Background: an optimization exercise with open tools, aiming at small area and a short achievable clock period. Do not read the settings as production practice. Function was checked by simulation only, so behaviour that the tests miss may differ from the original. Power is estimated from default activity; no workload was simulated.

Setup of alpha:
Design RegisterFile, start of the top module:
module RegisterFile(input wire clk,
                    input wire [7:0] A1,
                    input wire [7:0] A2,
                    input wire [7:0] A3,
                    input wire [7:0] WriteData,
                    input wire regWriteEnable,
                    output wire [7:0] RD1,
                    output wire [7:0] RD2);
  reg  [255:0] registers;  
  wire [255:0] next;
  wire [31:0] wen, nwen, sel1, sel2;
  rf_wdec  u_wdec (.a(A3[4:0]), .we(regWriteEnable), .en(wen), .nen(nwen));
  rf_rdec  u_rdec1(.a(A1[4:0]), .sel(sel1));
  rf_rdec  u_rdec2(.a(A2[4:0]), .sel(sel2));
  genvar i, b;
  generate
    for (i = 0; i < 32; i = i + 1) begin : row
      for (b = 0; b < 8; b = b + 1) begin : bt
        rf_hold u_hold(.q(registers[i*8 + b]), .en(wen[i]), .nen(nwen[i]),
                       .wd(WriteData[b]), .d(next[i*8 + b]));
      end
    end
  endgenerate
  always @(posedge clk)
    registers <= next;
  generate
    for (b = 0; b < 8; b = b + 1) begin : rd
      wire [31:0] col;
      for (i = 0; i < 32; i = i + 1) begin : c
        assign col[i] = registers[i*8 + b];
      end
      rf_rmux u_rmux1(.d(col), .sel(sel1), .y(RD1[b]));
      rf_rmux u_rmux2(.d(col), .sel(sel2), .y(RD2[b]));
    end
  endgenerate
endmodule
For scale: ~260 flip-flops.
clock: 3.5 ns
lec_check: 0
cap_margin: 20
core_margin: 2
core_utilization: 40
gpl_timing_driven: 0
setup_slack_margin: 0.8
slew_margin: 20
synth_hierarchical: 1
standard.sh (not shown) runs the stock make flow with config.mk's settings and CLKGATE_MAP_FILE= SYNTH_SCRIPT=/design/flow/synth_recipe.tcl, a recipe that flattens the netlist after the stock synthesis.
==> flow/flow/run.sh <==
#!/bin/bash
# Standard layout, with plain buffers (not delay cells) on the ports and a clock tree of
# small buffers without dummy loads.
set -euo pipefail
export BUFFER_PORTS_ARGS="-buffer_cell sky130_fd_sc_hd__buf_2"
export CTS_ARGS="-sink_clustering_enable -repair_clock_nets -dont_use_dummy_load -buf_list {sky130_fd_sc_hd__clkbuf_4 sky130_fd_sc_hd__clkbuf_8}"
bash standard.sh > flow_standard.log 2>&1
Every stage of the flow completed for alpha, and the final layout passed the timing, design-rule and antenna checks.
Changes in beta relative to alpha:
- SETUP_SLACK_MARGIN removed (was 0.8)
==> flow/run.sh (new file) <==
#!/bin/bash
# synth_recipe.tcl (not shown) runs the flow's synth.tcl, then flattens the netlist and writes it again
# the make line also repeats each setting of config.mk as NAME=value (left out here)
make -C /OpenROAD-flow-scripts/flow DESIGN_CONFIG=/design/flow/config.mk WORK_HOME=/design/flow/orfs CLKGATE_MAP_FILE= SYNTH_SCRIPT=/design/flow/synth_recipe.tcl finish
removed: flow/flow/run.sh
removed: flow/standard.sh
==> run notes <==
[beta] flow finished | final checks: failed | reasons: negative setup slack. beta vs. alpha: total negative slack for setup checks dropped 20 ps; wire length of the first global-routing pass picked up an extra 1400 um; post-layout total power went up; hold slack rose 4.5 ps; placer's final routability congestion estimate -1.2%. alpha has lower final period demand of the worst path than beta. Combined buffer and inverter count along the critical path in beta is 1 below alpha. beta against alpha: combinational share of power -1.2 points, sum of met2 wire segment lengths after detailed routing +about 1.7%, instance count on the critical path -1.
Here is what was changed in the inputs of gamma compared with beta.
- CORE_UTILIZATION now 55, was 40
- SETUP_SLACK_MARGIN now 0.8, previously not set
==> flow/flow/run.sh (new file) <==
#!/bin/bash
# Standard layout, with plain buffers (not delay cells) on the ports and a clock tree of
# small buffers without dummy loads.
set -euo pipefail
export BUFFER_PORTS_ARGS="-buffer_cell sky130_fd_sc_hd__buf_2"
export CTS_ARGS="-sink_clustering_enable -repair_clock_nets -dont_use_dummy_load -buf_list {sky130_fd_sc_hd__clkbuf_4 sky130_fd_sc_hd__clkbuf_8}"
bash standard.sh > flow_standard.log 2>&1
==> flow/standard.sh (new file) <==
#!/bin/bash
# synth_recipe.tcl (not shown) runs the flow's synth.tcl, then flattens the netlist and writes it again
# the make line also repeats each setting of config.mk as NAME=value (left out here)
make -C /OpenROAD-flow-scripts/flow DESIGN_CONFIG=/design/flow/config.mk WORK_HOME=/design/flow/orfs CLKGATE_MAP_FILE= SYNTH_SCRIPT=/design/flow/synth_recipe.tcl "${@:-finish}"
removed: flow/run.sh
==> run notes <==
- Looking at the reports, gamma completed the entire flow and the layout it produced met the timing, design-rule and antenna checks.
- Compared to beta, the router laid down less metal wire for gamma.
- Final cell count (higher): beta
- beta → gamma: layout-stage area growth over the synthesis result shows an increase of 0.28 points; detailed-routed wire length on met2 went down by 810 um; fraction of area in multi-input gates grew by 4.2 points.
Modified inputs, delta compared to gamma
- an added PLACE_DENSITY of 0.8
- a change of CORE_UTILIZATION from 55 to 40
==> flow/flow/run.sh <==
#!/bin/bash
# Standard layout, with plain buffers (not delay cells) on the ports and a clock tree of
# small buffers without dummy loads.
set -euo pipefail
export BUFFER_PORTS_ARGS="-buffer_cell sky130_fd_sc_hd__buf_2"
export CTS_ARGS="-sink_clustering_enable -repair_clock_nets -dont_use_dummy_load -buf_list {sky130_fd_sc_hd__clkbuf_8 sky130_fd_sc_hd__clkbuf_16} -sink_clustering_size 24 -sink_clustering_max_diameter 80"
bash standard.sh > flow_standard.log 2>&1
gamma: flow completed, timing, DRC and antenna clean. delta: flow completed, timing, DRC and antenna clean. Area added between synthesis and finish for delta: 1.6 points down relative to gamma. delta against gamma: critical path depth went down, relative max-transition margin went down, buffer share of cell area went down, count of buffer and inverter cells on the critical path went down. Looking at worst setup path endpoint, the RD1[2] result is from gamma; the RD2[2] one comes from delta. Measured against each other, delta and gamma differ in internal power, the lower figure coming from delta. Power for delta: 0.39 mW down relative to gamma. Compared with gamma, delta shows switching power of the nets that has gone down by a few percent.
## Diff of input files: epsilon against delta
- PLACE_DENSITY: 0.8 -> unset
==> flow/run.sh (new file) <==
#!/bin/bash
# synth_recipe.tcl (not shown) runs the flow's synth.tcl, then flattens the netlist and writes it again
# the make line also repeats each setting of config.mk as NAME=value (left out here)
make -C /OpenROAD-flow-scripts/flow DESIGN_CONFIG=/design/flow/config.mk WORK_HOME=/design/flow/orfs CLKGATE_MAP_FILE= SYNTH_SCRIPT=/design/flow/synth_recipe.tcl finish
removed: flow/flow/run.sh
removed: flow/standard.sh
epsilon reports a lower period utilization than delta does. Post-route total power deteriorates in epsilon relative to delta. As far as count of buffer and inverter cells on the critical path goes, delta and epsilon are indistinguishable; the numbers are identical. epsilon vs. delta: net switching component of the power has increased; area of all placed cells without fillers has increased. epsilon vs. delta: die area level; global-route usage rose 1.4 points. Compared with delta, in epsilon share of final layout cell area taken by non-clock buffers went up 1.4 points, clock distribution power went up 82%, final-layout clock-cell area share went up 4.1 points, number of sinks handled by clock tree synthesis held.

==> afterwards: timing with drivers on the ports <==
No port has a modelled driver above. Below, the same layouts with a new extraction and two added sets of constraints. Step 1, drivers: a clkbuf_16 drives clk and a buf_2 each remaining input, both assumed. Step 2 also shifts input and output timing later by t, the mid clock arrival at the registers, as if the neighbouring blocks saw the same clock. a / b / c = ideal ports / drivers / drivers and shift; a / b = the first two.
run	t (ns)	setup WS [ns]	worst hold slack (ns)	worst slew at a driven data input, ns
alpha	0.584	0.412 / 0.387 / 0.387	0.511 / 0.511 / 0.511	0.06
beta	0.589	-0.012 / -0.036 / -0.036	0.515 / 0.515 / 0.515	0.04
gamma	0.585	0.495 / 0.428 / 0.428	0.508 / 0.508 / 0.508	0.06
delta	0.544	0.463 / 0.350 / 0.350	0.524 / 0.524 / 0.524	0.14
epsilon	0.593	0.528 / 0.461 / 0.174	0.519 / 0.519 / 0.519	0.06
For epsilon, which loses most, drivers alone change the setup slack by -0.067 ns; drivers and shift together by -0.354 ns.
